From an optimization exercise on the open Yosys and OpenROAD flow, aimed at small area; shortcuts taken in it are not production practice.
Function was checked by simulation only, so behaviour that the tests miss may differ from the original.
Power and IR drop assume default switching activity.

### flow/design.v
module iobus(
	input clk_sys,
	input rst,
	input rxd,
	output txd,
	output zg,
	input zw,
	input rcl,
	output dpa,
	input rs,
	input rf,
	input rok,
	input rpe,
	input rqb,
	input rpn,
	input [0:3] rnb,
	input [0:15] rad,
	input [0:15] rdt,
	output dw,
	output dr,
	output din,
	output dok,
	output den,
	output dpe,
	output dpn,
	output [0:3] dnb,
	output [0:15] dad,
	output [0:15] ddt,
	input [0:15] w,
	input [0:3] rotary_pos,
	input [0:9] indicators,
	output [0:3] rotary_out,
	output rotary_trig,
	output [0:15] keys,
	output keys_trig,
	output [0:3] fn,
	output fn_v,
	output fn_trig
);
	localparam [5:0] L24 = 6'b110000;
	localparam [5:0] L49 = 6'b001001;
	localparam [5:0] L50 = 6'b010011;
	localparam [3:0] R_STOP  = 4'd9;
	localparam [3:0] R_IDLE  = 4'd10;
	localparam [3:0] R_START = 4'd11;
	reg [3:0] rxs;
	reg [5:0] rdiv;
	wire rdiv_end = (rdiv == L49);
	reg rx_rdy;
	reg clr;		 
	wire rx_data = ~rxs[3] | (rxs == 4'd8);
	wire rx_smp = rx_data & rdiv_end;
	wire rx_bit = rx_smp & ~rxs[3];	 
	always @ (posedge clk_sys) begin
		if (rst) rdiv <= 6'd0;
		else if ((rxs == R_IDLE) & ~rxd) rdiv <= L24;
		else if (rdiv_end) rdiv <= 6'd0;
		else rdiv <= {rdiv[4:0], ~(rdiv[5] ^ rdiv[4])};
	end
	always @ (posedge clk_sys) begin
		if (rst) begin
			rxs <= R_IDLE;
			clr <= 1'b1;
			rx_rdy <= 1'b0;
		end else begin
			rx_rdy <= 1'b0;
			if (rdiv_end) clr <= 1'b0;
			case (rxs)
				R_IDLE: if (!rxd) rxs <= R_START;
				R_START: begin
					if (rxd) rxs <= R_IDLE;
					else if (rdiv_end) rxs <= 4'd0;
				end
				R_STOP: begin
					rxs <= R_IDLE;
					rx_rdy <= rxd;
				end
				default: if (rdiv_end) rxs <= rxs + 1'b1;
			endcase
		end
	end
	localparam M_IDLE = 3'd0;
	localparam M_ARG  = 3'd1;
	localparam M_A1   = 3'd2;
	localparam M_A2H  = 3'd3;
	localparam M_A2L  = 3'd4;
	localparam M_A3H  = 3'd5;
	localparam M_A3L  = 3'd6;
	localparam M_DONE = 3'd7;
	reg [2:0] ms;
	reg m_rdy;
	reg [7:0] tcmd;
	reg [4:0] ta1;
	reg [15:0] ta2n;		 
	reg [15:0] ta3;
	always @ (posedge clk_sys) begin
		if (rst) begin
			ms <= M_IDLE;
			m_rdy <= 1'b0;
		end else begin
			m_rdy <= (ms == M_DONE);
			case (ms)
				M_IDLE: if (rx_rdy) ms <= M_ARG;
				M_ARG: ms <= tcmd[2] ? M_A1 : tcmd[1] ? M_A2H : tcmd[0] ? M_A3H : M_DONE;
				M_A1: if (rx_rdy) ms <= tcmd[1] ? M_A2H : tcmd[0] ? M_A3H : M_DONE;
				M_A2H: if (rx_rdy) begin
					ms <= M_A2L;
				end
				M_A2L: if (rx_rdy) begin
					ms <= tcmd[0] ? M_A3H : M_DONE;
				end
				M_A3H: if (rx_rdy) begin
					ms <= M_A3L;
				end
				M_A3L: if (rx_rdy) begin
					ms <= M_DONE;
				end
				M_DONE: ms <= M_IDLE;
			endcase
		end
	end
	wire sh_cmd = rx_bit & (ms == M_IDLE);
	wire sh_a1  = rx_bit & (ms == M_A1) & (rxs < 4'd5);
	wire sh_a2h = rx_bit & (ms == M_A2H);
	wire sh_a2l = rx_bit & (ms == M_A2L);
	wire sh_a3h = rx_bit & (ms == M_A3H);
	wire sh_a3l = rx_bit & (ms == M_A3L);
	wire rx_in = rxd & ~clr;
	always @ (posedge clk_sys) begin
		if (sh_cmd) tcmd <= {rxd, tcmd[7:1]};
		if (sh_a1) ta1 <= {rxd, ta1[4:1]};
		if (sh_a2h | clr) ta2n[15:8] <= {~rx_in, ta2n[15:9]};
		if (sh_a2l | clr) ta2n[7:0] <= {~rx_in, ta2n[7:1]};
		if (sh_a3h | clr) ta3[15:8] <= {rx_in, ta3[15:9]};
		if (sh_a3l | clr) ta3[7:0] <= {rx_in, ta3[7:1]};
	end
	wire c_r   = (tcmd == 8'h9e);
	wire c_w   = (tcmd == 8'h97);
	wire c_in  = (tcmd == 8'hb5);
	wire c_pa  = (tcmd == 8'h80);
	wire c_pe  = (tcmd[7:1] == 7'b0001100);
	wire c_ok  = (tcmd[7:1] == 7'b0001000) | c_pe;
	wire c_en  = (tcmd == 8'h08);
	wire c_cpd = (tcmd == 8'hc1);
	wire c_cpr = (tcmd == 8'hcc);
	wire c_cpf = (tcmd == 8'hd4);
	wire c_cps = (tcmd == 8'hd8);
	assign dpa = m_rdy & c_pa;
	assign keys = ta3;
	assign rotary_out = ta1[3:0];
	assign fn = ta1[3:0];
	assign fn_v = ta1[4];
	assign keys_trig = m_rdy & c_cpd;
	assign rotary_trig = m_rdy & c_cpr;
	assign fn_trig = m_rdy & c_cpf;
	reg zg_r;
	reg ir, iw;
	reg [4:0] ia1;
	reg [15:0] ia2n;		 
	reg [15:0] ia3;
	reg [4:0] tcnt5;
	wire [4:0] tcnt5_nx = {tcnt5[3:0], ~(tcnt5[4] ^ tcnt5[2])} | {5{tcnt5 == 5'b10000}};
	wire timeout = &tcnt5;
	wire zwzg = zw & zg_r;
	always @ (posedge clk_sys) begin
		if (rst) begin
			zg_r <= 1'b0;
		end else if (!zg_r) begin
			if (m_rdy & (c_r | c_w | c_in)) begin
				zg_r <= 1'b1;
				ir <= c_r;
				iw <= c_w;
				ia1 <= ta1;
				ia2n <= ta2n;
				ia3 <= ta3;
			end
		end else if (zw & (rok | timeout)) begin
			zg_r <= 1'b0;
		end
	end
	always @ (posedge clk_sys) begin
		if (rst | rok | !zwzg) tcnt5 <= 5'd0;
		else tcnt5 <= tcnt5_nx;
	end
	assign zg = zg_r;
	assign dr = zwzg & ir;
	assign dw = zwzg & iw;
	assign din = zwzg & ~ir & ~iw;
	assign dpn = zwzg & ia1[4];
	assign dnb = zwzg ? ia1[3:0] : 4'd0;
	assign dad = ~(ia2n | {16{~zwzg}});
	wire io_req = (rs | rf) & ~rad[15];
	reg rsa, rsb;
	reg [15:0] rddt;
	wire resp_act = rsa | rsb;
	always @ (posedge clk_sys) begin
		if (rst) begin
			rsa <= 1'b0;
			rsb <= 1'b0;
		end else if (!resp_act) begin
			if (io_req & m_rdy & (c_ok | c_en)) begin
				rsa <= c_ok;
				rsb <= c_en | c_pe;
				rddt <= ta3;
			end
		end else if (!io_req) begin
			rsa <= 1'b0;
			rsb <= 1'b0;
		end
	end
	assign dok = rsa;
	assign den = ~rsa & rsb;
	assign dpe = rsa & rsb;
	assign ddt = (zwzg ? ia3 : 16'd0) | (resp_act ? rddt : 16'd0);
	reg [1:0] ena;
	wire ena_cl = ~ena[1] & ena[0];
	wire ena_cp = ena[1] & ~ena[0];
	wire ena_bus = ena[1] & ena[0];
	reg [7:0] enc_cmd;
	always @ (*) begin
		case ({rf, rs, dr, dw, din, rok, timeout, rpe})
			8'b10000000 : enc_cmd = { 1'b1,  4'b0101,  3'b110 };
			8'b01000000 : enc_cmd = { 1'b1,  4'b0100,  3'b111 };
			8'b00100100 : enc_cmd = { 1'b0, 4'b0010, 3'b001 };
			8'b00100101 : enc_cmd = { 1'b0, 4'b0011, 3'b000 };
			8'b00010100 : enc_cmd = { 1'b0, 4'b0010, 3'b000 };
			8'b00001100 : enc_cmd = { 1'b0, 4'b0010, 3'b000 };
			8'b00100010 : enc_cmd = { 1'b0, 4'b0100, 3'b000 };
			8'b00010010 : enc_cmd = { 1'b0, 4'b0100, 3'b000 };
			8'b00001010 : enc_cmd = { 1'b0, 4'b0100, 3'b000 };
			default     : enc_cmd = 8'd0;
		endcase
	end
	wire send_req = io_req;
	wire send_resp = (rok | timeout) & zwzg;
	reg [1:0] bst;		 
	reg [2:0] bk;
	reg [5:0] ba1;
	reg [15:0] ba2;
	reg [15:0] ba3;
	reg [2:0] bk_nx;
	always @ (*) begin
		case (enc_cmd)
			8'h10: bk_nx = 3'd1;
			8'h11: bk_nx = 3'd2;
			8'h18: bk_nx = 3'd3;
			8'h20: bk_nx = 3'd4;
			8'hae: bk_nx = 3'd6;
			8'ha7: bk_nx = 3'd7;
			default: bk_nx = send_req ? 3'd5 : 3'd0;
		endcase
	end
	wire is_req = bk[2] & (bk[1] | bk[0]);
	always @ (posedge clk_sys) begin
		if (rst) begin
			bst <= 2'd0;
		end else begin
			case (bst)
				2'd0: if (send_req | send_resp) begin
					bk <= bk_nx;
					ba1 <= {rqb, rpn, rnb};
					ba2 <= rad;
					ba3 <= rdt;
					bst <= 2'd1;
				end
				2'd1, 2'd3: if (ena_bus) bst <= 2'd2;
				default: if (!ena_bus && (is_req ? !send_req : !send_resp)) bst <= 2'd0;
			endcase
		end
	end
	reg [7:0] bcmd;
	always @ (*) begin
		case (bk)
			3'd1: bcmd = 8'h10;
			3'd2: bcmd = 8'h11;
			3'd3: bcmd = 8'h18;
			3'd4: bcmd = 8'h20;
			3'd6: bcmd = 8'hae;
			3'd7: bcmd = 8'ha7;
			default: bcmd = 8'h00;
		endcase
	end
	wire trig_bus = bst[0];
	wire send_cp = m_rdy & c_cps;
	reg [1:0] cst;
	always @ (posedge clk_sys) begin
		if (rst) begin
			cst <= 2'd0;
		end else begin
			case (cst)
				2'd0: if (send_cp) cst <= 2'd1;
				2'd1, 2'd3: if (ena_cp) cst <= 2'd2;
				default: if (!ena_cp & !send_cp) cst <= 2'd0;
			endcase
		end
	end
	wire trig_cp = cst[0];
	reg [1:0] lst;
	always @ (posedge clk_sys) begin
		if (rst) begin
			lst <= 2'd0;
		end else begin
			case (lst)
				2'd0: if (rcl) lst <= 2'd1;
				2'd1, 2'd3: if (ena_cl) lst <= 2'd2;
				default: if (!ena_cl & !rcl) lst <= 2'd0;
			endcase
		end
	end
	wire trig_cl = lst[0];
	localparam T_STOP = 4'd8;
	localparam T_RDY  = 4'd9;
	localparam T_IDLE = 4'd12;
	localparam T_LOAD = 4'd13;
	localparam T_SEND = 4'd14;
	localparam T_START = 4'd15;
	reg [3:0] tp;
	reg [5:0] tdiv;
	wire tdiv_end = (tdiv == L50);
	always @ (posedge clk_sys) begin
		if (tp == T_SEND) tdiv <= 6'd0;
		else if (tdiv_end) tdiv <= {5'd0, tp == 4'd7};
		else tdiv <= {tdiv[4:0], ~(tdiv[5] ^ tdiv[4])};
	end
	reg [2:0] idx;
	reg [15:0] sw;
	reg [9:0] sind;
	reg [3:0] srot;
	wire [2:0] targ = ena_bus ? bcmd[2:0] : {1'b0, ena_cp, ena_cp};
	reg [2:0] nidx;
	reg nlast;
	always @ (*) begin
		nidx = 3'd0;
		nlast = 1'b0;
		case (idx)
			3'd0: if (targ[2]) nidx = 3'd1; else if (targ[1]) nidx = 3'd2; else if (targ[0]) nidx = 3'd4; else nlast = 1'b1;
			3'd1: if (targ[1]) nidx = 3'd2; else if (targ[0]) nidx = 3'd4; else nlast = 1'b1;
			3'd2: nidx = 3'd3;
			3'd3: if (targ[0]) nidx = 3'd4; else nlast = 1'b1;
			3'd4: nidx = 3'd5;
			default: nlast = 1'b1;
		endcase
	end
	always @ (posedge clk_sys) begin
		if (rst) begin
			tp <= T_IDLE;
			ena <= 2'b00;
		end else begin
			case (tp)
				T_IDLE: if (trig_cl | trig_cp | trig_bus) begin
					ena <= trig_cl ? 2'b01 : trig_cp ? 2'b10 : 2'b11;
					tp <= T_LOAD;
				end
				T_LOAD: begin
					sw <= w;
					sind <= indicators;
					srot <= rotary_pos;
					idx <= 3'd0;
					tp <= T_SEND;
				end
				T_SEND: begin
					tp <= T_START;
				end
				T_RDY: begin
					if (nlast) begin
						ena <= 2'b00;
						tp <= T_IDLE;
					end else begin
						idx <= nidx;
						tp <= T_SEND;
					end
				end
				default: begin		 
					if (tdiv_end) tp <= tp + 1'b1;
				end
			endcase
		end
	end
	wire [3:0] wsel = {~idx[0], tp[2:0]};
	wire [15:0] s3 = {sind, 2'b00, srot};
	wire b2, b3, c2, c3;
	tx_sel16 SEL_B2(.d(ba2), .s(wsel), .y(b2));
	tx_sel16 SEL_B3(.d(ba3), .s(wsel), .y(b3));
	tx_sel16 SEL_C2(.d(sw), .s(wsel), .y(c2));
	tx_sel16 SEL_C3(.d(s3), .s(wsel), .y(c3));
	wire [7:0] cmdb = ena_bus ? bcmd : ena_cp ? 8'h13 : 8'h88;
	wire [7:0] a1b = {2'b00, ba1};
	wire k0, k1, ka0, wsel23;
	tx_mux4 SEL_K0(.d(cmdb[3:0]), .s(tp[1:0]), .y(k0));
	tx_mux4 SEL_K1(.d(cmdb[7:4]), .s(tp[1:0]), .y(k1));
	tx_mux4 SEL_A0(.d(a1b[3:0]), .s(tp[1:0]), .y(ka0));
	wire ka1 = ~tp[1] & (tp[0] ? a1b[5] : a1b[4]);
	wire w01 = idx[0] ? (tp[2] ? ka1 : ka0) : (tp[2] ? k1 : k0);
	wire tbit;
	tx_mux4 SEL_W(.d({b3, c3, b2, c2} ), .s({idx[2], ena_bus}), .y(wsel23));
	assign tbit = (idx[2] | idx[1]) ? wsel23 : w01;
	assign txd = ~tp[3] ? tbit : (tp != T_START);
endmodule
module tx_mux4(
	input [3:0] d,
	input [1:0] s,
	output y
);
	assign y = d[s];
endmodule
module tx_sel16(
	input [15:0] d,
	input [3:0] s,
	output y
);
	wire [3:0] m;
	tx_mux4 M0(.d(d[3:0]), .s(s[1:0]), .y(m[0]));
	tx_mux4 M1(.d(d[7:4]), .s(s[1:0]), .y(m[1]));
	tx_mux4 M2(.d(d[11:8]), .s(s[1:0]), .y(m[2]));
	tx_mux4 M3(.d(d[15:12]), .s(s[1:0]), .y(m[3]));
	tx_mux4 M4(.d(m), .s(s[3:2]), .y(y));
endmodule
### flow/flow/run.sh
#!/bin/bash
# The standard layout (standard.sh) with these changes:
# - synthesis is ORFS's, run through standard.sh and synth_recipe.tcl (so without the fsm
#   and share passes, then flattened and renamed as standard.sh does), but ABC maps the
#   combinational logic with an area-oriented script: each flow/abc_*.script is tried in
#   place of ORFS's abc_speed.script, and the one giving the smallest synthesized area is
#   kept (ORFS's own script is the fallback if none of them completes). These syntheses
#   also leave adders to ABC instead of mapping them to the platform's adder cells first
#   (ADDER_MAP_FILE empty). Flip-flops are mapped before either step, so the registers,
#   their names and cell types are those of the standard synthesis;
# - every input and output port still gets its own buffer, but a buf_1 instead of the
#   larger cell buffer_ports picks by default;
# - clock tree synthesis adds no dummy loads and uses the clustering given below;
# - the platform's don't-use list is extended with the largest buffers, so that repairs
#   of high-fanout nets use several small buffers instead (DONT_USE_CELLS below repeats
#   the platform's list and adds these).
# Each make run's full output goes to a log in this folder (synth_*.log for the trial
# syntheses, standard.log for the final run); ORFS keeps its per-step logs under orfs/logs.
set -uo pipefail
here=$(pwd)
dont_use="sky130_fd_sc_hd__probe_p_8 sky130_fd_sc_hd__probec_p_8 sky130_fd_sc_hd__lpflow_bleeder_1 sky130_fd_sc_hd__lpflow_clkbufkapwr_1 sky130_fd_sc_hd__lpflow_clkbufkapwr_16 sky130_fd_sc_hd__lpflow_clkbufkapwr_2 sky130_fd_sc_hd__lpflow_clkbufkapwr_4 sky130_fd_sc_hd__lpflow_clkbufkapwr_8 sky130_fd_sc_hd__lpflow_clkinvkapwr_1 sky130_fd_sc_hd__lpflow_clkinvkapwr_16 sky130_fd_sc_hd__lpflow_clkinvkapwr_2 sky130_fd_sc_hd__lpflow_clkinvkapwr_4 sky130_fd_sc_hd__lpflow_clkinvkapwr_8 sky130_fd_sc_hd__lpflow_decapkapwr_12 sky130_fd_sc_hd__lpflow_decapkapwr_3 sky130_fd_sc_hd__lpflow_decapkapwr_4 sky130_fd_sc_hd__lpflow_decapkapwr_6 sky130_fd_sc_hd__lpflow_decapkapwr_8 sky130_fd_sc_hd__lpflow_inputiso0n_1 sky130_fd_sc_hd__lpflow_inputiso0p_1 sky130_fd_sc_hd__lpflow_inputiso1n_1 sky130_fd_sc_hd__lpflow_inputiso1p_1 sky130_fd_sc_hd__lpflow_inputisolatch_1 sky130_fd_sc_hd__lpflow_isobufsrc_1 sky130_fd_sc_hd__lpflow_isobufsrc_16 sky130_fd_sc_hd__lpflow_isobufsrc_2 sky130_fd_sc_hd__lpflow_isobufsrc_4 sky130_fd_sc_hd__lpflow_isobufsrc_8 sky130_fd_sc_hd__lpflow_isobufsrckapwr_16 sky130_fd_sc_hd__lpflow_lsbuf_lh_hl_isowell_tap_1 sky130_fd_sc_hd__lpflow_lsbuf_lh_hl_isowell_tap_2 sky130_fd_sc_hd__lpflow_lsbuf_lh_hl_isowell_tap_4 sky130_fd_sc_hd__lpflow_lsbuf_lh_isowell_4 sky130_fd_sc_hd__lpflow_lsbuf_lh_isowell_tap_1 sky130_fd_sc_hd__lpflow_lsbuf_lh_isowell_tap_2 sky130_fd_sc_hd__lpflow_lsbuf_lh_isowell_tap_4 sky130_fd_sc_hd__buf_6 sky130_fd_sc_hd__buf_8 sky130_fd_sc_hd__buf_12 sky130_fd_sc_hd__buf_16 sky130_fd_sc_hd__bufbuf_8 sky130_fd_sc_hd__bufbuf_16 sky130_fd_sc_hd__clkbuf_8 sky130_fd_sc_hd__clkbuf_16"
stat="$here/orfs/reports/sky130hd/iobus/base/synth_stat.txt"
best=""
best_area=""
for f in "$here"/flow/abc_*.script; do
  name=$(basename "$f" .script)
  dir="$here/scripts_$name"
  rm -rf "$dir" "$here/orfs"
  cp -r "$FLOW_HOME/scripts" "$dir"
  cp "$f" "$dir/abc_speed.script"
  if bash standard.sh SCRIPTS_DIR="$dir" ADDER_MAP_FILE= DONT_USE_CELLS="$dont_use" synth > "$here/synth_$name.log" 2>&1 && [[ -f "$stat" ]]; then
    area=$(awk '/Chip area for/ {print $NF}' "$stat" | head -1)
    echo "$name: $area" >> "$here/synth_areas.log"
    if [[ -z "$best" ]] || awk -v a="$area" -v b="$best_area" 'BEGIN {exit !(a < b)}'; then
      best="$dir"
      best_area="$area"
    fi
  else
    echo "$name: failed" >> "$here/synth_areas.log"
  fi
done
rm -rf "$here/orfs"
args=()
if [[ -n "$best" ]]; then
  args+=(SCRIPTS_DIR="$best" ADDER_MAP_FILE=)
fi
echo "chosen: ${best:-ORFS default}" >> "$here/synth_areas.log"
set -e
bash standard.sh "${args[@]}" DONT_USE_CELLS="$dont_use" \
  BUFFER_PORTS_ARGS="-buffer_cell sky130_fd_sc_hd__buf_1" \
  CTS_ARGS="-sink_clustering_enable -repair_clock_nets -dont_use_dummy_load -sink_clustering_size 10 -sink_clustering_max_diameter 50 -buf_list sky130_fd_sc_hd__clkbuf_4" \
  finish > "$here/standard.log" 2>&1
### flow/flow/abc_s10.script
strash
dc2
&get -n
&dch -f
&nf -R 1000 -p
&put
mfs3 -ae
strash
dc2
&get -n
&dch -f
&nf -R 1000 -p
&put
mfs3 -ae
topo
### flow/flow/abc_t3.script
strash
&get -n
&dch -f
&nf -R 1000
&put
mfs3 -ae
strash
&get -n
&dch -f
&nf -R 1000
&put
mfs3 -ae
topo
### flow/flow/abc_t4.script
strash
&get -n
&dch -f
&nf -R 1000
&put
mfs3 -ae
strash
&get -n
&dch -f
&nf -R 1000
&put
mfs3 -ae
strash
&get -n
&dch -f
&nf -R 1000
&put
mfs3 -ae
topo
### flow/flow/abc_t5.script
strash
&get -n
&dch -f
&nf -R 1000 -p
&put
mfs3 -ae
strash
&get -n
&dch -f
&nf -R 1000 -p
&put
mfs3 -ae
topo
### flow/standard.sh
#!/bin/bash
# synth_recipe.tcl (not shown) runs the flow's synth.tcl, then flattens the netlist and writes it again
# the make line also repeats each setting of config.mk as NAME=value (left out here)
make -C /OpenROAD-flow-scripts/flow DESIGN_CONFIG=/design/flow/config.mk WORK_HOME=/design/flow/orfs CLKGATE_MAP_FILE= SYNTH_SCRIPT=/design/flow/synth_recipe.tcl "${@:-finish}"
### flow/config.mk
export PLATFORM = sky130hd
export DESIGN_NAME = iobus
export DESIGN_NICKNAME = iobus
export VERILOG_FILES = /design/flow/design.v
export SDC_FILE = /design/flow/constraint.sdc
export NUM_CORES = 4
export LEC_CHECK = 0
export CAP_MARGIN = 20
export CORE_MARGIN = 2
export CORE_UTILIZATION = 40
export SLEW_MARGIN = 20
### flow/constraint.sdc
create_clock -name core_clock -period 10.0 [get_ports {clk_sys}]
set_input_delay 2.0000 -clock core_clock [delete_from_list [all_inputs] [get_ports {clk_sys}]]
set_output_delay 2.0000 -clock core_clock [all_outputs]
set_load 0.01 [all_outputs]
==> results of run 1 <==
power breakdown:
part | total (mW) | internal, mW | switching, mW
logic | 0.279 | 0.102 | 0.177
registers | 1.08 | 1.04 | 0.0436
clock network | 0.383 | 0.124 | 0.260
placed cells by master (no fill, tap or decap), drive strengths merged, types with 6 or more instances in the layout:
cell type    n
and3         9
nand2       41
a222oi      15
o21a         7
and2        12
nor2b        6
a21oi       31
o31ai        6
clkinv      13
a22o        16
edfxtp     174
nor3        21
dfxtp       42
buf        162
nand3       20
a31oi        6
a211oi       8
nand2b       6
o21ai       21
clkbuf      30
nor2        60
stage by stage:
| step | total power [mW] | util [%] |
|---|---|---|
| after CTS | 1.765 | 46.21 |
| after global routing | 1.843 | 46.29 |
| final | 1.743 | 46.29 |
| after detailed placement | 1.379 | 45.20 |
| after floorplan | 1.280 | - |
| after global placement | 1.363 | 45.20 |
final cells by class:
type / instances / area [sq um]
inverters: 13 / 48.80
multi-input cells: 339 / 1987
fillers: 1881 / 10760
well taps: 270 / 337.8
diodes: 2 / 5.005
clock buffers: 27 / 202.7
flip-flops and latches: 216 / 6066
repair buffers: 165 / 629.4
worst paths after layout:
kind,endpoint,start
min,ia2n[0],ta2n[0]
min reg2reg,ia2n[0],ta2n[0]
max,ddt[6],zw
max reg2reg,srot[2],tp[2]
kinds of logic after synthesis:
family | after synthesis
AOI/OAI and AO/OA | 134
xor gates and xnor gates | 5
buffers and inverters | 17
DFF | 216
muxes | 1
and+or+nand+nor | 199
routing by layer:
metal | vias to the layer above | GRT usage (%) | routed length, um
li1 | 2625 | - | -
met1 | 2687 | 22.00 | 7785
met2 | 216 | 27.55 | 8656
met3 | 37 | 3.031 | 1348
met4 | 0 | 5.340 | 381
met5 | - | 0 | 0
worst max-delay path: stages:
cell and delay (ns):
buf_1 0.23, and2_0 0.88, a22o_1 0.27, buf_1 0.16
state kept, by name, indices dropped and copies added, names as in the netlist, 3 cells and up:
| name | cells |
|---|---|
| ba1 | 6 |
| ba2 | 16 |
| ba3 | 16 |
| bk | 3 |
| ia1 | 5 |
| ia2n | 16 |
| ia3 | 16 |
| idx | 3 |
| ms | 3 |
| rddt | 16 |
| rdiv | 6 |
| rxs | 4 |
| sind | 10 |
| srot | 4 |
| sw | 16 |
| ta1 | 5 |
| ta2n | 16 |
| ta3 | 16 |
| tcmd | 8 |
| tcnt5 | 5 |
| tdiv | 6 |
| tp | 4 |
==> metrics.md, run 1 <==
| Metric | Value |
|---|---|
| Outcome | `timing/DRC/antenna clean` |
| Worst Hold Class | `register to register` |
| HPWL after DPL | `12370 um` |
| Yosys reg bits | `216` |
| Root Buffer | `clkbuf_4` |
| Vias in the first global route | `5445` |
| Post-Synth XOR/XNOR Area | `0.5401%` |
| Post-place setup slack | `4.394 ns` |
| Startpoint types | `primary input` |
| Number of port buffers | `150` |
| CTS tree | `built` |
| Cell with the most instances after synthesis | `edfxtp_1` |
| RSZ-0062 raised after global routing | `false` |
| Post-synthesis compound-gate area fraction | `11.71%` |
| Net total in the final layout | `839` |
| Pin count of the biggest net entering global routing | `42` |
| Avg WL per Cell | `17.61 um` |
| Pwr/cell area | `187.9 nW/um^2` |
| Peak Freq | `0.1800 GHz` |
| Asr flop ratio synth | `0%` |
| Max rail drop VDD | `0.00009576 V` |
| Critical path type | `primary input to primary output` |
| Post-synth top flop | `edfxtp_1` |
| Clk latency of the worst-skew pair | `0.67 ns` |
| Final WS setup | `4.446 ns` |
| Adder-cell share of the synthesized area | `0%` |
| Fin. Hold Viols | `0` |
| Final wirelength | `18170 um` |
| EDFF count, synth | `174` |
| Mapped Nets | `649` |
| Critical Path End Type | `primary output` |
| Ports | `151` |
| Synth top area cells | `edfxtp_1 64%, dfxtp_1 10%, nor2_1 2.8%` |
| Gp weighted congestion | `0.8429` |
| Synth unique cells | `44` |
| Final Cell Area | `9276 sq um` |
| CTS hold repair buffers | `0` |
| Post-cts sizing count | `0` |
| Post-synthesis cell type with the largest combined area | `edfxtp_1` |
| Post-synth top cells | `174 x edfxtp_1, 60 x nor2_1, 42 x dfxtp_1` |
| Flop2flop setup slack | `6.93 ns` |
| Clock sinks | `216` |
| Syn. warnings | `1` |
| Mapped Cells | `572` |
| Post-Synth Simple-Gate Area | `11.84%` |
| Min-Delay Path Depth | `0` |
| Initial DRC Count | `463` |
| DRC Markers | `0` |
| Total CTS buffers | `27` |
| Site Rows | `52` |
| Initial antenna violation count | `2` |
| Max_cap viols | `0` |
| P_leak | `2.970 nW` |
| Layout cell share with drive strength beyond 1 | `4.868%` |
| Area share of the largest cell type after synthesis | `64.44%` |
| Placed insts | `1002` |
| R2R depth | `3` |
| CTS clk-pin slew, worst paths | `0.10 ns` |
| Via Count | `5565` |
| Non-filler cells, final | `1032` |
| Overflow after GRT | `0` |
| Core Region | `20040 sq um` |
| CTS H-tree depth | `1` |
| First drt pass iteration count | `5` |
| WP data arrival | `3.55 ns` |
| Minimum clock period | `5.554 ns` |
| Critical path peak fanout | `18` |
| First-pass GRT wire length | `28260 um` |
| CP Data Required Time | `8.00 ns` |
| Post-DP Area | `9057 sq um` |
| Slew @ Worst Pin | `1.075 ns` |
| Post-route ant nets | `0` |
| Max_slew headroom | `28.33%` |
| Area Overhead vs Synth | `14.41%` |
| Die width | `146.4 um` |
| Mean number of vias per cell | `5.392` |
| Initial Util | `40.46%` |
| Post-synthesis cell area | `8108 sq um` |
| Clk buf depth | `3` |
| Max-slew violation count | `0` |
| Post-synthesis mux area share | `0.1235%` |
| Main combinational cell family by area after synthesis | `simple AND/OR/NAND/NOR gates` |
| Hold_ws | `0.4319 ns` |
| Setup bufs post-CTS | `0` |
| Global-route usage over all layers | `16.49%` |
| Die Y | `146.4 um` |
| Setup_tns | `0 ns` |
| Clock Skew | `0.09223 ns` |
| Die area | `21420 sq um` |
| Syn Area/Cell | `14.17 sq um` |
| Count of final setup violators | `0` |
| Final worst path period share | `55.54%` |
| Seq/Total Area, Yosys | `74.81%` |
==> run 2: changes to the inputs <==
--- a/flow/design.v
+++ b/flow/design.v
@@ -372,5 +372,3 @@
 				end
-				default: begin		 
-					if (tdiv_end) tp <= tp + 1'b1;
-				end
+				default: if (tdiv_end) tp <= tp + 1'b1;	 
 			endcase
--- a/flow/flow/run.sh
+++ b/flow/flow/run.sh
@@ -48,3 +48,3 @@
 set -e
-bash standard.sh "${args[@]}" DONT_USE_CELLS="$dont_use" \
+bash standard.sh ${args[@]+"${args[@]}"} DONT_USE_CELLS="$dont_use" \
   BUFFER_PORTS_ARGS="-buffer_cell sky130_fd_sc_hd__buf_1" \
==> metrics.md, run 2 <==
| Metric | Value |
|---|---|
| Post-synth top flop | `edfxtp_1` |
| Fin. Hold Viols | `0` |
| CTS tree | `built` |
| Worst Hold Class | `register to register` |
| R2R depth | `3` |
| HPWL after DPL | `12370 um` |
| Ports | `151` |
| Final wirelength | `18170 um` |
| Core Region | `20040 sq um` |
| Clock sinks | `216` |
| Post-synthesis cell area | `8108 sq um` |
| Die Y | `146.4 um` |
| Max_slew headroom | `28.33%` |
| Pwr/cell area | `187.9 nW/um^2` |
| Setup_tns | `0 ns` |
| Area Overhead vs Synth | `14.41%` |
| WP data arrival | `3.55 ns` |
| Mean number of vias per cell | `5.392` |
| Pin count of the biggest net entering global routing | `42` |
| Outcome | `timing/DRC/antenna clean` |
| Seq/Total Area, Yosys | `74.81%` |
| Max-slew violation count | `0` |
| CTS clk-pin slew, worst paths | `0.10 ns` |
| Via Count | `5565` |
| Post-cts sizing count | `0` |
| Crit path launch | `zw` |
| Critical Path End Type | `primary output` |
| RSZ-0062 raised after global routing | `false` |
| Net total in the final layout | `839` |
| Worst Hold Endpoint | `ia2n[0]` |
| Site Rows | `52` |
| Overflow after GRT | `0` |
| Commonest non-fill, non-tap cell in the layout | `edfxtp_1` |
| Area share of the largest cell type after synthesis | `64.44%` |
| Flop2flop setup slack | `6.93 ns` |
| Min-Delay Path Depth | `0` |
| Die width | `146.4 um` |
| Gp weighted congestion | `0.8429` |
| Startpoint types | `primary input` |
| Clock Skew | `0.09223 ns` |
| Layout cell share with drive strength beyond 1 | `4.868%` |
| Post-synthesis cell type with the largest combined area | `edfxtp_1` |
| Post-route ant nets | `0` |
| FF-to-FF Start | `tp[2]` |
| P_leak | `2.970 nW` |
| Peak Freq | `0.1800 GHz` |
| Minimum clock period | `5.554 ns` |
| Max rail drop VDD | `0.00009576 V` |
| End of the worst register-to-register path | `srot[2]` |
| Global-route usage over all layers | `16.49%` |
| Die area | `21420 sq um` |
| Number of port buffers | `150` |
| Initial Util | `40.46%` |
| Mapped Nets | `649` |
| Synth top area cells | `edfxtp_1 64%, dfxtp_1 10%, nor2_1 2.8%` |
| Avg WL per Cell | `17.61 um` |
| Yosys reg bits | `216` |
| Clk buf depth | `3` |
| Vias in the first global route | `5445` |
| Initial DRC Count | `463` |
| First drt pass iteration count | `5` |
| Critical path peak fanout | `18` |
| CTS hold repair buffers | `0` |
| DRC Markers | `0` |
| Clk latency of the worst-skew pair | `0.67 ns` |
| Cell with the most instances after synthesis | `edfxtp_1` |
| Setup bufs post-CTS | `0` |
| Max_cap viols | `0` |
| EDFF count, synth | `174` |
| Syn Area/Cell | `14.17 sq um` |
| Total CTS buffers | `27` |
| Root Buffer | `clkbuf_4` |
| CTS H-tree depth | `1` |
| Initial antenna violation count | `2` |
| CP Data Required Time | `8.00 ns` |
| Most frequent cells in the layout | `174 x edfxtp_1, 159 x buf_1, 59 x nor2_1, 42 x dfxtp_1, 41 x nand2_1` |
| Count of final setup violators | `0` |
| Hold_ws | `0.4319 ns` |
| Mapped Cells | `572` |
| Asr flop ratio synth | `0%` |
| Final worst path period share | `55.54%` |
| First-pass GRT wire length | `28260 um` |
| HP Start | `ta2n[0]` |
| Syn. warnings | `1` |
| Slew @ Worst Pin | `1.075 ns` |
| Post-synth top cells | `174 x edfxtp_1, 60 x nor2_1, 42 x dfxtp_1` |
| Synth unique cells | `44` |
| Critical path type | `primary input to primary output` |
[run 2: cell counts after synthesis]
Identical to the previous run, type by type.
[run 2: cell families after synthesis]
group           after synthesis  share of synthesized area (%)
flops                       216                          74.81
buf+inv                      17                         0.9723
compound gates              134                          11.71
mux                           1                         0.1235
xor+xnor                      5                         0.5401
simple gates                199                          11.84
[run 2: area by class of cell]
cell class	instances	area [sq um]
Clock buffer	27	202.7
Multi-Input combinational cell	339	1987
Tap cell	270	337.8
Inverter	13	48.80
Timing Repair Buffer	165	629.4
Antenna cell	2	5.005
Sequential cell	216	6066
Fill cell	1881	10760
[run 2: per-stage QoR]
step	worst slack, ns	total power, mW	cells	cell area [sq um]	util [%]
final	4.446	1.743	1032	9276	46.29
after global routing	4.210	1.843	1032	9276	46.29
after CTS	4.395	1.765	1029	9260	46.21
after detailed placement	4.394	1.379	1002	9057	45.20
after global placement	4.501	1.363	1002	9057	45.20
after floorplan	4.803	1.280	572	8108	-
[run 2: layer usage]
metal  part of all wire [%]  vias to the layer above  global-route usage, %
li1                       -                     2625                      -
met1                     43                     2687                  22.00
met2                     48                      216                  27.55
met3                    7.4                       37                  3.031
met4                    2.1                        0                  5.340
met5                      0                        -                      0
[run 2: worst max path at each step]
stage	to	cells past startpoint	slack [ns]
after detailed placement	ddt[6]	4	4.39
after CTS	ddt[6]	4	4.39
after global routing	txd	11	4.21
after global placement	ddt[0]	4	4.50
final	ddt[6]	4	4.45
after floorplan	ia1[0]	1	4.80
[run 2: critical path, stage by stage]
cell    delay (ns)
buf_1         0.23
and2_0        0.88
a22o_1        0.27
buf_1         0.16
[run 2: where the power goes]
part | leakage (nW) | switching [mW] | total (mW) | internal [mW]
sequential | 1.97 | 0.0436 | 1.08 | 1.04
clock | 0.124 | 0.260 | 0.383 | 0.124
combinational | 0.880 | 0.177 | 0.279 | 0.102
==> run 3: changes to the inputs <==
--- a/flow/flow/run.sh
+++ b/flow/flow/run.sh
@@ -50,3 +50,3 @@
   BUFFER_PORTS_ARGS="-buffer_cell sky130_fd_sc_hd__buf_1" \
-  CTS_ARGS="-sink_clustering_enable -repair_clock_nets -dont_use_dummy_load -sink_clustering_size 10 -sink_clustering_max_diameter 50 -buf_list sky130_fd_sc_hd__clkbuf_4" \
+  CTS_ARGS="-sink_clustering_enable -repair_clock_nets -dont_use_dummy_load -sink_clustering_size 11 -sink_clustering_max_diameter 50 -buf_list sky130_fd_sc_hd__clkbuf_4" \
   finish > "$here/standard.log" 2>&1
==> metrics.md, run 3 <==
| Metric | Value |
|---|---|
| Outcome | `timing/DRC/antenna clean` |
| Clock Skew | `0.07469 ns` |
| First drt pass iteration count | `6` |
| Post-synthesis cell type with the largest combined area | `edfxtp_1` |
| Critical path peak fanout | `11` |
| DRC Markers | `0` |
| Critical path type | `register to primary output` |
| Critical Path End Type | `primary output` |
| Mapped Nets | `649` |
| CTS H-tree depth | `1` |
| Yosys reg bits | `216` |
| Gp weighted congestion | `0.8429` |
| Pwr/cell area | `187.2 nW/um^2` |
| HPWL after DPL | `12370 um` |
| Total CTS buffers | `26` |
| Pin count of the biggest net entering global routing | `42` |
| Max_slew headroom | `29.58%` |
| Fin util | `46.25%` |
| Synth unique cells | `44` |
| Total power | `1.735 mW` |
| Setup_tns | `0 ns` |
| Die area | `21420 sq um` |
| Net total in the final layout | `838` |
| Most frequent cells in the layout | `174 x edfxtp_1, 159 x buf_1, 59 x nor2_1, 42 x dfxtp_1, 41 x nand2_1` |
| Die width | `146.4 um` |
| Synth top area cells | `edfxtp_1 64%, dfxtp_1 10%, nor2_1 2.8%` |
| Setup bufs post-CTS | `0` |
| Overflow after GRT | `0` |
| Non-filler cells, final | `1031` |
| Asr flop ratio synth | `0%` |
| RSZ-0062 raised after global routing | `false` |
| CTS hold repair buffers | `0` |
| Worst Hold Class | `register to register` |
| Clk latency of the worst-skew pair | `0.66 ns` |
| Global-route usage over all layers | `16.43%` |
| Number of port buffers | `150` |
| Clock sinks | `216` |
| CP Data Required Time | `8.00 ns` |
| Placed insts | `1002` |
| EDFF count, synth | `174` |
| Initial antenna violation count | `1` |
| Count of final setup violators | `0` |
| Root Buffer | `clkbuf_4` |
| Initial DRC Count | `442` |
| Via Count | `5569` |
| Syn. warnings | `1` |
| Commonest non-fill, non-tap cell in the layout | `edfxtp_1` |
| Core Region | `20040 sq um` |
| CTS clk-pin slew, worst paths | `0.11 ns` |
| P_leak | `2.965 nW` |
| WP data arrival | `3.54 ns` |
| Fin. Hold Viols | `0` |
| Peak Freq | `0.1804 GHz` |
| Post-synthesis cell area | `8108 sq um` |
| Cell with the most instances after synthesis | `edfxtp_1` |
| Ports | `151` |
| Die Y | `146.4 um` |
| Max rail drop VDD | `0.00008911 V` |
| Avg WL per Cell | `17.59 um` |
| Area Overhead vs Synth | `14.32%` |
| Final worst path period share | `55.43%` |
| Clk buf depth | `3` |
| Post-synth top flop | `edfxtp_1` |
| Max_cap viols | `0` |
| Layout cell share with drive strength beyond 1 | `4.743%` |
| Post-cts sizing count | `0` |
| Minimum clock period | `5.543 ns` |
| Vias in the first global route | `5397` |
| Initial Util | `40.46%` |
| Final wirelength | `18140 um` |
| Startpoint types | `register` |
| Mean number of vias per cell | `5.402` |
| Slew @ Worst Pin | `1.056 ns` |
| Post-route ant nets | `0` |
| Seq/Total Area, Yosys | `74.81%` |
| Area share of the largest cell type after synthesis | `64.44%` |
| First-pass GRT wire length | `28100 um` |
| Site Rows | `52` |
| Max-slew violation count | `0` |
| Mapped Cells | `572` |
| CTS tree | `built` |
| Syn Area/Cell | `14.17 sq um` |
| Post-synth top cells | `174 x edfxtp_1, 60 x nor2_1, 42 x dfxtp_1` |
==> run 3: metrics by stage <==
| stage | setup slack [ns] | hold slack, ns | instance area, sq um |
|---|---|---|---|
| 2_1_floorplan | 4.803 | 0.4003 | 8108 |
| 3_3_place_gp | 4.501 | 0.4064 | 9057 |
| 3_5_place_dp | 4.394 | 0.4061 | 9057 |
| 4_1_cts | 4.392 | 0.4230 | 9253 |
| 5_1_grt | 4.220 | 0.4306 | 9269 |
| 6_report | 4.457 | 0.4253 | 9269 |
==> run 3: metal layers <==
layer,up-vias,global-route usage (%),part of all wire (%)
met5,-,0,0
met4,0,5.000,2.8
met3,41,3.031,7.0
met2,212,27.78,47
met1,2691,21.73,43
li1,2625,-,-
==> run 3: power by group <==
part	internal, mW	leakage (nW)	switching [mW]	total, mW
registers	1.04	1.97	0.0436	1.08
clock network	0.119	0.120	0.257	0.376
logic	0.102	0.880	0.176	0.278
==> run 3: final timing paths <==
check	from	to	slack (ns)	cells past startpoint
worst min register to register	ta2n[0]	ia2n[0]	0.43	0
worst max register to register	tp[2]	srot[2]	6.96	3
worst max-delay path	tp[1]	txd	4.46	9
worst min-delay path	ta2n[0]	ia2n[0]	0.43	0
==> run 3: final cells by class <==
cell class,count,area (sq um)
well taps,270,337.8
flip-flops and latches,216,6066
inverters,13,48.80
clock buffers,26,195.2
multi-input cells,339,1987
fillers,1879,10770
diodes,2,5.005
repair buffers,165,629.4
==> run 3: kinds of logic (layout without fill, tap and decap cells) <==
group / Yosys count / in the layout / synth area share [%]
compound gates: 134 / 134 / 11.71
other cells: 0 / 2 / 0
simple gates: 199 / 199 / 11.84
flops: 216 / 216 / 74.81
mux: 1 / 1 / 0.1235
buf+inv: 17 / 204 / 0.9723
xor+xnor: 5 / 5 / 0.5401
==> run 3: worst max-delay path, stage by stage, from the launching register on <==
cell and delay (ns):
dfxtp_1 0.40, nor2b_1 0.68, buf_1 0.63, a222oi_1 0.21, a31oi_1 0.23, a221oi_1 0.13
o21ai_0 0.18, nand2_1 0.08, a32oi_1 0.14, buf_1 0.22
==> run 4: changes to the inputs <==
--- a/flow/flow/run.sh
+++ b/flow/flow/run.sh
@@ -50,3 +50,3 @@
   BUFFER_PORTS_ARGS="-buffer_cell sky130_fd_sc_hd__buf_1" \
-  CTS_ARGS="-sink_clustering_enable -repair_clock_nets -dont_use_dummy_load -sink_clustering_size 11 -sink_clustering_max_diameter 50 -buf_list sky130_fd_sc_hd__clkbuf_4" \
+  CTS_ARGS="-sink_clustering_enable -repair_clock_nets -dont_use_dummy_load -sink_clustering_size 10 -sink_clustering_max_diameter 90 -buf_list sky130_fd_sc_hd__clkbuf_4" \
   finish > "$here/standard.log" 2>&1
==> metrics.md, run 4 <==
| Metric | Value |
|---|---|
| Outcome | `timing/DRC/antenna clean` |
| Critical path's most frequent cell | `buf_1` |
| Setup_tns | `0 ns` |
| Post-route ant nets | `0` |
| Synth top area cells | `edfxtp_1 64%, dfxtp_1 10%, nor2_1 2.8%` |
| Vias in the first global route | `5385` |
| Root Buffer | `clkbuf_4` |
| Critical Path End Type | `primary output` |
| Top cell family by delay on the critical path | `simple AND/OR/NAND/NOR gates` |
| Hold_ws | `0.4195 ns` |
| Avg WL per Cell | `17.68 um` |
| Cell with the most instances after synthesis | `edfxtp_1` |
| Minimum clock period | `5.573 ns` |
| DRC Markers | `0` |
| Most frequent cells in the layout | `174 x edfxtp_1, 159 x buf_1, 59 x nor2_1, 42 x dfxtp_1, 41 x nand2_1` |
| First-pass GRT wire length | `28080 um` |
| Syn Area/Cell | `14.17 sq um` |
| Worst Hold Class | `register to register` |
| Critical path type | `primary input to primary output` |
| CP Data Required Time | `8.00 ns` |
| Seq/Total Area, Yosys | `74.81%` |
| Post-place setup slack | `4.394 ns` |
| Die Y | `146.4 um` |
| Area share of the largest cell type after synthesis | `64.44%` |
| CP Cell Sequence | `buf_1, and2_0, a22o_1, buf_1` |
| CTS clk-pin slew, worst paths | `0.11 ns` |
| Die area | `21420 sq um` |
| Max_slew headroom | `25.91%` |
| Non-filler cells, final | `1029` |
| Die width | `146.4 um` |
| Total CTS buffers | `25` |
| Mapped Cells | `572` |
| P_leak | `2.961 nW` |
| Post-synthesis compound-gate area fraction | `11.71%` |
| CTS hold repair buffers | `0` |
| Post-synth top cells | `174 x edfxtp_1, 60 x nor2_1, 42 x dfxtp_1` |
| Gp weighted congestion | `0.8429` |
| Max_cap viols | `0` |
| Commonest non-fill, non-tap cell in the layout | `edfxtp_1` |
| Clock sinks | `216` |
| Fin. Hold Viols | `0` |
| Peak Freq | `0.1795 GHz` |
| Net total in the final layout | `837` |
| Yosys reg bits | `216` |
| Syn. warnings | `1` |
| Via Count | `5510` |
| Clock Skew | `0.06847 ns` |
| Post-synthesis cell area | `8108 sq um` |
| Area Overhead vs Synth | `14.20%` |
| Initial DRC Count | `415` |
| Slew @ Worst Pin | `1.111 ns` |
| CTS H-tree depth | `1` |
| Placed insts | `1002` |
| HPWL after DPL | `12370 um` |
| Main combinational cell family by area after synthesis | `simple AND/OR/NAND/NOR gates` |
| Asr flop ratio synth | `0%` |
| Clk latency of the worst-skew pair | `0.66 ns` |
| Final worst path period share | `55.73%` |
| Max rail drop VDD | `0.0001063 V` |
| Startpoint types | `primary input` |
| Post-synthesis mux area share | `0.1235%` |
| Mean number of vias per cell | `5.355` |
| Adder-cell share of the synthesized area | `0%` |
| Final WS setup | `4.427 ns` |
| Total power | `1.732 mW` |
| Post-Synth XOR/XNOR Area | `0.5401%` |
| CTS tree | `built` |
| Pwr/cell area | `187.0 nW/um^2` |
| Setup bufs post-CTS | `0` |
| Slowest-stage cell, CP | `and2_0` |
| Synth unique cells | `44` |
| Count of final setup violators | `0` |
| First drt pass iteration count | `5` |
| Post-synth top flop | `edfxtp_1` |
| EDFF count, synth | `174` |
| Overflow after GRT | `0` |
| Initial antenna violation count | `1` |
| CP peak stage delay | `0.91 ns` |
| Mapped Nets | `649` |
| Number of port buffers | `150` |
| Core Region | `20040 sq um` |
| Clk buf depth | `3` |
| Critical path peak fanout | `18` |
| Final wirelength | `18190 um` |
| Ports | `151` |
| Global-route usage over all layers | `16.45%` |
| Initial Util | `40.46%` |
| Site Rows | `52` |
| Post-Synth Simple-Gate Area | `11.84%` |
| WP data arrival | `3.57 ns` |
| RSZ-0062 raised after global routing | `false` |
| Pin count of the biggest net entering global routing | `42` |
| Post-cts sizing count | `0` |
| Bufs and invs on worst path | `2` |
| Max-slew violation count | `0` |
| Post-synthesis cell type with the largest combined area | `edfxtp_1` |
| Layout cell share with drive strength beyond 1 | `4.617%` |
[run 4: cell types whose count changed in the layout (fill, tap and decap cells not counted), sizes merged]
cell,change
diode,-1
clkbuf,-1
[run 4: path summary, 6_finish.rpt]
path                               start       end  slack, ns  cells after the start
worst max-delay path                  zw    ddt[6]       4.43                      4
worst min-delay path            ta2n[15]  ta2n[14]       0.42                      0
worst max register to register     tp[2]     sw[4]       6.91                      3
worst min register to register  ta2n[15]  ta2n[14]       0.42                      0
[run 4: report_power, final]
part           internal (mW)  switching (mW)  total (mW)
Clock                  0.115           0.259       0.374
Combinational          0.102           0.176       0.278
Sequential              1.04          0.0435        1.08
Total                   1.25           0.478        1.73
[run 4: cell type report]
type | count | area (sq um)
antenna | 1 | 2.502
clock buffer | 25 | 187.7
sequential | 216 | 6066
inverter | 13 | 48.80
fill | 1885 | 10780
multi-input combinational | 339 | 1987
timing repair buffer | 165 | 629.4
tap | 270 | 337.8
[run 4: metrics by stage]
step           util (%)  instance area, sq um
2_1_floorplan         -                  8108
3_3_place_gp      45.20                  9057
3_5_place_dp      45.20                  9057
4_1_cts           46.14                  9245
5_1_grt           46.20                  9259
6_report          46.20                  9259
[run 4: kinds of logic (layout without fill, tap and decap cells)]
logic type                count (synthesis)  in the layout
AOI/OAI and AO/OA                       134            134
DFF                                     216            216
xor gates and xnor gates                  5              5
other                                     0              1
buffers and inverters                    17            203
muxes                                     1              1
and+or+nand+nor                         199            199
[run 4: per-layer routing]
metal | global-route usage [%] | up-vias | share of wire (%)
met1 | 21.98 | 2655 | 44
met4 | 5.485 | 0 | 2.9
met3 | 2.688 | 39 | 6.4
met5 | 0 | - | 0
li1 | - | 2623 | -
met2 | 27.62 | 193 | 47
==> run 5: changes to the inputs <==
--- a/flow/flow/run.sh
+++ b/flow/flow/run.sh
@@ -50,3 +50,3 @@
   BUFFER_PORTS_ARGS="-buffer_cell sky130_fd_sc_hd__buf_1" \
-  CTS_ARGS="-sink_clustering_enable -repair_clock_nets -dont_use_dummy_load -sink_clustering_size 10 -sink_clustering_max_diameter 90 -buf_list sky130_fd_sc_hd__clkbuf_4" \
+  CTS_ARGS="-sink_clustering_enable -repair_clock_nets -dont_use_dummy_load -sink_clustering_size 11 -sink_clustering_max_diameter 70 -buf_list sky130_fd_sc_hd__clkbuf_4" \
   finish > "$here/standard.log" 2>&1
==> metrics.md, run 5 <==
| Metric | Value |
|---|---|
| Flop2flop setup slack | `6.88 ns` |
| Post-synthesis cell area | `8108 sq um` |
| Fin util | `46.14%` |
| Crit path launch | `zw` |
| Startpoint types | `primary input` |
| EDFF count, synth | `174` |
| CP Data Required Time | `8.00 ns` |
| Seq/Total Area, Yosys | `74.81%` |
| CP Capture Point | `ddt[6]` |
| Clk buf depth | `3` |
| Initial antenna violation count | `1` |
| Final WS setup | `4.461 ns` |
| Commonest non-fill, non-tap cell in the layout | `edfxtp_1` |
| Slew @ Worst Pin | `1.066 ns` |
| CP peak stage delay | `0.88 ns` |
| Vias in the first global route | `5424` |
| Core Region | `20040 sq um` |
| FF-to-FF Start | `tp[2]` |
| RSZ-0062 raised after global routing | `false` |
| Ports | `151` |
| Max rail drop VDD | `0.00008470 V` |
| CTS H-tree depth | `1` |
| First-pass GRT wire length | `28110 um` |
| Critical path peak fanout | `18` |
| Initial Util | `40.46%` |
| Critical Path End Type | `primary output` |
| Clock sinks | `216` |
| Outcome | `timing/DRC/antenna clean` |
| Max_slew headroom | `28.86%` |
| Critical path type | `primary input to primary output` |
| CTS tree | `built` |
| Post-synth top flop | `edfxtp_1` |
| Die area | `21420 sq um` |
| Post-route ant nets | `0` |
| Asr flop ratio synth | `0%` |
| Die Y | `146.4 um` |
| Critical path's most frequent cell | `buf_1` |
| Psw | `478.6 uW` |
| Overflow after GRT | `0` |
| Syn Area/Cell | `14.17 sq um` |
| Synth top area cells | `edfxtp_1 64%, dfxtp_1 10%, nor2_1 2.8%` |
| Total CTS buffers | `23` |
| Comb power frac | `16.2%` |
| Setup_tns | `0 ns` |
| Number of port buffers | `150` |
| Mean number of vias per cell | `5.347` |
| R2R depth | `3` |
| Setup bufs post-CTS | `0` |
| CTS clk-pin slew, worst paths | `0.11 ns` |
| Most frequent cells in the layout | `174 x edfxtp_1, 159 x buf_1, 59 x nor2_1, 42 x dfxtp_1, 41 x nand2_1` |
| HPWL after DPL | `12370 um` |
| Peak Freq | `0.1805 GHz` |
| Initial DRC Count | `434` |
| Clock Skew | `0.03574 ns` |
| Root Buffer | `clkbuf_4` |
| Minimum clock period | `5.539 ns` |
| Post-cts sizing count | `0` |
| Pin count of the biggest net entering global routing | `42` |
| Area Overhead vs Synth | `14.04%` |
| Post-DP Area | `9057 sq um` |
| Cell with the most instances after synthesis | `edfxtp_1` |
| Syn. warnings | `1` |
| Yosys reg bits | `216` |
| Max-slew violation count | `0` |
| Internal | `1.245 mW` |
| Count of final setup violators | `0` |
| CTS hold repair buffers | `0` |
| Site Rows | `52` |
| Slowest-stage cell, CP | `and2_0` |
| CP Cell Sequence | `buf_1, and2_0, a22o_1, buf_1` |
| Synth unique cells | `44` |
| Layout cell share with drive strength beyond 1 | `4.365%` |
| Reg power frac | `62.7%` |
| P_leak | `2.952 nW` |
| Mapped Nets | `649` |
| Final wirelength | `18130 um` |
| Max_cap viols | `0` |
| Post-synth top cells | `174 x edfxtp_1, 60 x nor2_1, 42 x dfxtp_1` |
| Post-place setup slack | `4.394 ns` |
| DRC Markers | `0` |
| Final Cell Area | `9246 sq um` |
| Mapped Cells | `572` |
| Fin. Hold Viols | `0` |
| First drt pass iteration count | `5` |
| WP data arrival | `3.54 ns` |
| Pwr/cell area | `186.4 nW/um^2` |
| Post-synthesis cell type with the largest combined area | `edfxtp_1` |
| Avg WL per Cell | `17.63 um` |
| Die width | `146.4 um` |
| Total power | `1.724 mW` |
| Clock power frac | `21.1%` |
| Clk latency of the worst-skew pair | `0.64 ns` |
| End of the worst register-to-register path | `srot[1]` |
| Area share of the largest cell type after synthesis | `64.44%` |
| Final worst path period share | `55.39%` |
| Sw Share | `27.77%` |
| Via Count | `5497` |
| Gp weighted congestion | `0.8429` |
| Net total in the final layout | `835` |
| Global-route usage over all layers | `16.44%` |
| Worst Hold Class | `register to register` |
## run 5: worst max-delay path: cells and delay by family
kind | cells | cell delay (ns)
AND/OR/NAND/NOR | 1 | 0.88
AO/OA/AOI/OAI | 1 | 0.27
buffers and inverters | 2 | 0.38
## run 5: power groups by stage
stage / Sequential [mW] / Clock, mW / Combinational (mW)
detailed placement: 1.10 / 0 / 0.278
global route: 1.09 / 0.415 / 0.312
finish: 1.08 / 0.365 / 0.279
CTS: 1.08 / 0.386 / 0.280
global placement: 1.10 / 0 / 0.267
floorplan: 1.09 / 0 / 0.189
## run 5: stage by stage
| stage | hold WS (ns) | cells |
|---|---|---|
| 2_1_floorplan | 0.4003 | 572 |
| 3_3_place_gp | 0.4064 | 1002 |
| 3_5_place_dp | 0.4061 | 1002 |
| 4_1_cts | 0.4232 | 1025 |
| 5_1_grt | 0.4234 | 1028 |
| 6_report | 0.4243 | 1028 |
## run 5: layout make-up
cell class | instances | area [sq um]
fillers | 1883 | 10790
diodes | 2 | 5.005
inverters | 13 | 48.80
multi-input cells | 339 | 1987
clock buffers | 23 | 172.7
well taps | 270 | 337.8
repair buffers | 165 | 629.4
flip-flops and latches | 216 | 6066
## run 5: logic make-up after synthesis
family                 after synthesis  share of synthesized area, %
buffers and inverters               17                        0.9723
flip-flops                         216                         74.81
AO/OA/AOI/OAI                      134                         11.71
XOR/XNOR                             5                        0.5401
AND/OR/NAND/NOR                    199                         11.84
multiplexers                         1                        0.1235
## run 5: how the worst min path moves through the flow
stage	start	to	slack [ns]	depth (start not counted)
detailed placement	ta2n[8]	ia2n[8]	0.41	0
floorplan	ta2n[0]	ia2n[0]	0.40	0
CTS	ta2n[3]	ia2n[3]	0.42	0
finish	ta2n[3]	ia2n[3]	0.42	0
global placement	ta2n[0]	ia2n[0]	0.41	0
global route	ta2n[2]	ta2n[1]	0.42	0
## run 5: layer usage
metal,wire [um],part of all wire [%],GRT usage [%]
met1,7937,44,21.79
met2,8481,47,27.71
met4,476,2.6,4.951
met5,0,0,0
met3,1230,6.8,3.125
==> run 6: changes to the inputs <==
--- a/flow/flow/run.sh
+++ b/flow/flow/run.sh
@@ -50,3 +50,3 @@
   BUFFER_PORTS_ARGS="-buffer_cell sky130_fd_sc_hd__buf_1" \
-  CTS_ARGS="-sink_clustering_enable -repair_clock_nets -dont_use_dummy_load -sink_clustering_size 11 -sink_clustering_max_diameter 70 -buf_list sky130_fd_sc_hd__clkbuf_4" \
+  CTS_ARGS="-sink_clustering_enable -repair_clock_nets -dont_use_dummy_load -sink_clustering_size 10 -sink_clustering_max_diameter 70 -buf_list sky130_fd_sc_hd__clkbuf_4" \
   finish > "$here/standard.log" 2>&1
==> metrics.md, run 6 <==
| Metric | Value |
|---|---|
| Max rail drop VDD | `0.0001063 V` |
| Die width | `146.4 um` |
| EDFF count, synth | `174` |
| Hold_ws | `0.4195 ns` |
| Flop2flop setup slack | `6.91 ns` |
| Post-DP Area | `9057 sq um` |
| Clock sinks | `216` |
| Setup bufs post-CTS | `0` |
| CTS clk-pin slew, worst paths | `0.11 ns` |
| Final wirelength | `18190 um` |
| CP peak stage delay | `0.91 ns` |
| Initial DRC Count | `415` |
| Worst Hold Class | `register to register` |
| First drt pass iteration count | `5` |
| Post-cts sizing count | `0` |
| Gp weighted congestion | `0.8429` |
| Commonest non-fill, non-tap cell in the layout | `edfxtp_1` |
| Net total in the final layout | `837` |
| CTS H-tree depth | `1` |
| CP Capture Point | `ddt[6]` |
| Area Overhead vs Synth | `14.20%` |
| Main combinational cell family by area after synthesis | `simple AND/OR/NAND/NOR gates` |
| Setup_tns | `0 ns` |
| Final worst path period share | `55.73%` |
| Syn Area/Cell | `14.17 sq um` |
| CTS tree | `built` |
| Via Count | `5510` |
| Critical path's most frequent cell | `buf_1` |
| Peak Freq | `0.1795 GHz` |
| Critical path type | `primary input to primary output` |
| Overflow after GRT | `0` |
| Initial Util | `40.46%` |
| Fin. Hold Viols | `0` |
| DRC Markers | `0` |
| Bufs and invs on worst path | `2` |
| Yosys reg bits | `216` |
| Synth top area cells | `edfxtp_1 64%, dfxtp_1 10%, nor2_1 2.8%` |
| Seq/Total Area, Yosys | `74.81%` |
| Max_slew headroom | `25.91%` |
| CP Data Required Time | `8.00 ns` |
| WP data arrival | `3.57 ns` |
| Total CTS buffers | `25` |
| RSZ-0062 raised after global routing | `false` |
| Post-Synth XOR/XNOR Area | `0.5401%` |
| Crit path launch | `zw` |
| Slowest-stage cell, CP | `and2_0` |
| Minimum clock period | `5.573 ns` |
| Cell with the most instances after synthesis | `edfxtp_1` |
| Max-slew violation count | `0` |
| Post-synth top cells | `174 x edfxtp_1, 60 x nor2_1, 42 x dfxtp_1` |
| Mapped Nets | `649` |
| Total power | `1.732 mW` |
| R2R depth | `3` |
| First-pass GRT wire length | `28080 um` |
| Pin count of the biggest net entering global routing | `42` |
| Post-synthesis cell area | `8108 sq um` |
| Ports | `151` |
| Count of final setup violators | `0` |
| Max_cap viols | `0` |
| Clock Skew | `0.06847 ns` |
| Top cell family by delay on the critical path | `simple AND/OR/NAND/NOR gates` |
| Adder-cell share of the synthesized area | `0%` |
| Area share of the largest cell type after synthesis | `64.44%` |
| Root Buffer | `clkbuf_4` |
| Die Y | `146.4 um` |
| Avg WL per Cell | `17.68 um` |
| Die area | `21420 sq um` |
| Asr flop ratio synth | `0%` |
| Initial antenna violation count | `1` |
| Startpoint types | `primary input` |
| CP Cell Sequence | `buf_1, and2_0, a22o_1, buf_1` |
| Post-route ant nets | `0` |
| Slew @ Worst Pin | `1.111 ns` |
| Layout cell share with drive strength beyond 1 | `4.617%` |
| Mean number of vias per cell | `5.355` |
| Levels on crit path | `4` |
| Critical Path End Type | `primary output` |
| Clk buf depth | `3` |
| Post-Synth Simple-Gate Area | `11.84%` |
| Site Rows | `52` |
| Mapped Cells | `572` |
| Post-synthesis compound-gate area fraction | `11.71%` |
| End of the worst register-to-register path | `sw[4]` |
| Fill cells | `1885` |
| Post-synthesis mux area share | `0.1235%` |
| Critical path peak fanout | `18` |
| FF-to-FF Start | `tp[2]` |
| HPWL after DPL | `12370 um` |
| Clk latency of the worst-skew pair | `0.66 ns` |
| P_leak | `2.961 nW` |
| Global-route usage over all layers | `16.45%` |
| Syn. warnings | `1` |
| Outcome | `timing/DRC/antenna clean` |
| Core Region | `20040 sq um` |
| Pwr/cell area | `187.0 nW/um^2` |
| Vias in the first global route | `5385` |
| Post-synthesis cell type with the largest combined area | `edfxtp_1` |
| Synth unique cells | `44` |
| Most frequent cells in the layout | `174 x edfxtp_1, 159 x buf_1, 59 x nor2_1, 42 x dfxtp_1, 41 x nand2_1` |
| Post-synth top flop | `edfxtp_1` |
| Number of port buffers | `150` |
| Final Cell Area | `9259 sq um` |
| CTS hold repair buffers | `0` |
## run 6: layer usage
metal	part of all wire (%)	GRT usage, %	wire length [um]
met2	47	27.62	8503
met4	2.9	5.485	522
met3	6.4	2.688	1163
met1	44	21.98	7998
met5	0	0	0
## run 6: stage by stage
| step | util, % | setup WS, ns | std cells |
|---|---|---|---|
| detailed placement | 45.20 | 4.394 | 1002 |
| finish | 46.20 | 4.427 | 1029 |
| CTS | 46.14 | 4.395 | 1027 |
| floorplan | - | 4.803 | 572 |
| global route | 46.20 | 4.287 | 1029 |
| global placement | 45.20 | 4.501 | 1002 |
## run 6: layout make-up
class	instances	area [sq um]	area share (%)
tap	270	337.8	3.649
inverter	13	48.80	0.5270
sequential	216	6066	65.51
antenna	1	2.502	0.02703
timing repair buffer	165	629.4	6.797
clock buffer	25	187.7	2.027
multi-input combinational	339	1987	21.46
## run 6: worst min-delay path by stage
stage	startpoint	cells after the start	to	slack (ns)
6_report	ta2n[15]	0	ta2n[14]	0.42
3_3_place_gp	ta2n[0]	0	ia2n[0]	0.41
5_1_grt	ta2n[5]	0	ia2n[5]	0.44
3_5_place_dp	ta2n[8]	0	ia2n[8]	0.41
2_1_floorplan	ta2n[0]	0	ia2n[0]	0.40
4_1_cts	ta2n[15]	0	ta2n[14]	0.43
## run 6: power by group
group | internal (mW) | switching (mW)
clock network | 0.115 | 0.259
logic | 0.102 | 0.176
registers | 1.04 | 0.0435
## run 6: cells by family after synthesis
family / count (synthesis)
DFF: 216
and+or+nand+nor: 199
buffers and inverters: 17
AOI/OAI and AO/OA: 134
muxes: 1
xor gates and xnor gates: 5

[port drivers added, routing unchanged]
Ports are ideal in the flow. The routed layouts listed here were re-timed in OpenROAD. Step 1: set_driving_cell puts a clkbuf_16 on clk_sys and a buf_2 on each other input, an assumption about the parent block. Step 2, shift: input delay + t, output delay - t, t = (earliest + latest rising clock arrival at the registers) / 2. This alone moves slack from input paths to output paths. Three values: ideal ports, drivers, drivers and shift; two values: the first two.
run	shift t [ns]	setup WS [ns]	hold WS [ns]	slew at the worst register clock pin (ns)	cell pins on the clock port's net
run 1	0.660	4.446 / 4.421 / 4.421	0.432 / 0.432 / 0.432	0.11 / 0.11	1
run 2	0.660	4.446 / 4.421 / 4.421	0.432 / 0.432 / 0.432	0.11 / 0.11	1
run 3	0.654	4.457 / 4.420 / 4.444	0.425 / 0.425 / 0.425	0.11 / 0.11	1
run 4	0.659	4.427 / 4.404 / 4.404	0.419 / 0.419 / 0.419	0.11 / 0.11	1
run 5	0.655	4.461 / 4.431 / 4.437	0.424 / 0.424 / 0.424	0.12 / 0.12	1
run 6	0.659	4.427 / 4.404 / 4.404	0.419 / 0.419 / 0.419	0.11 / 0.11	1
After both steps setup and hold are still met in every run listed.
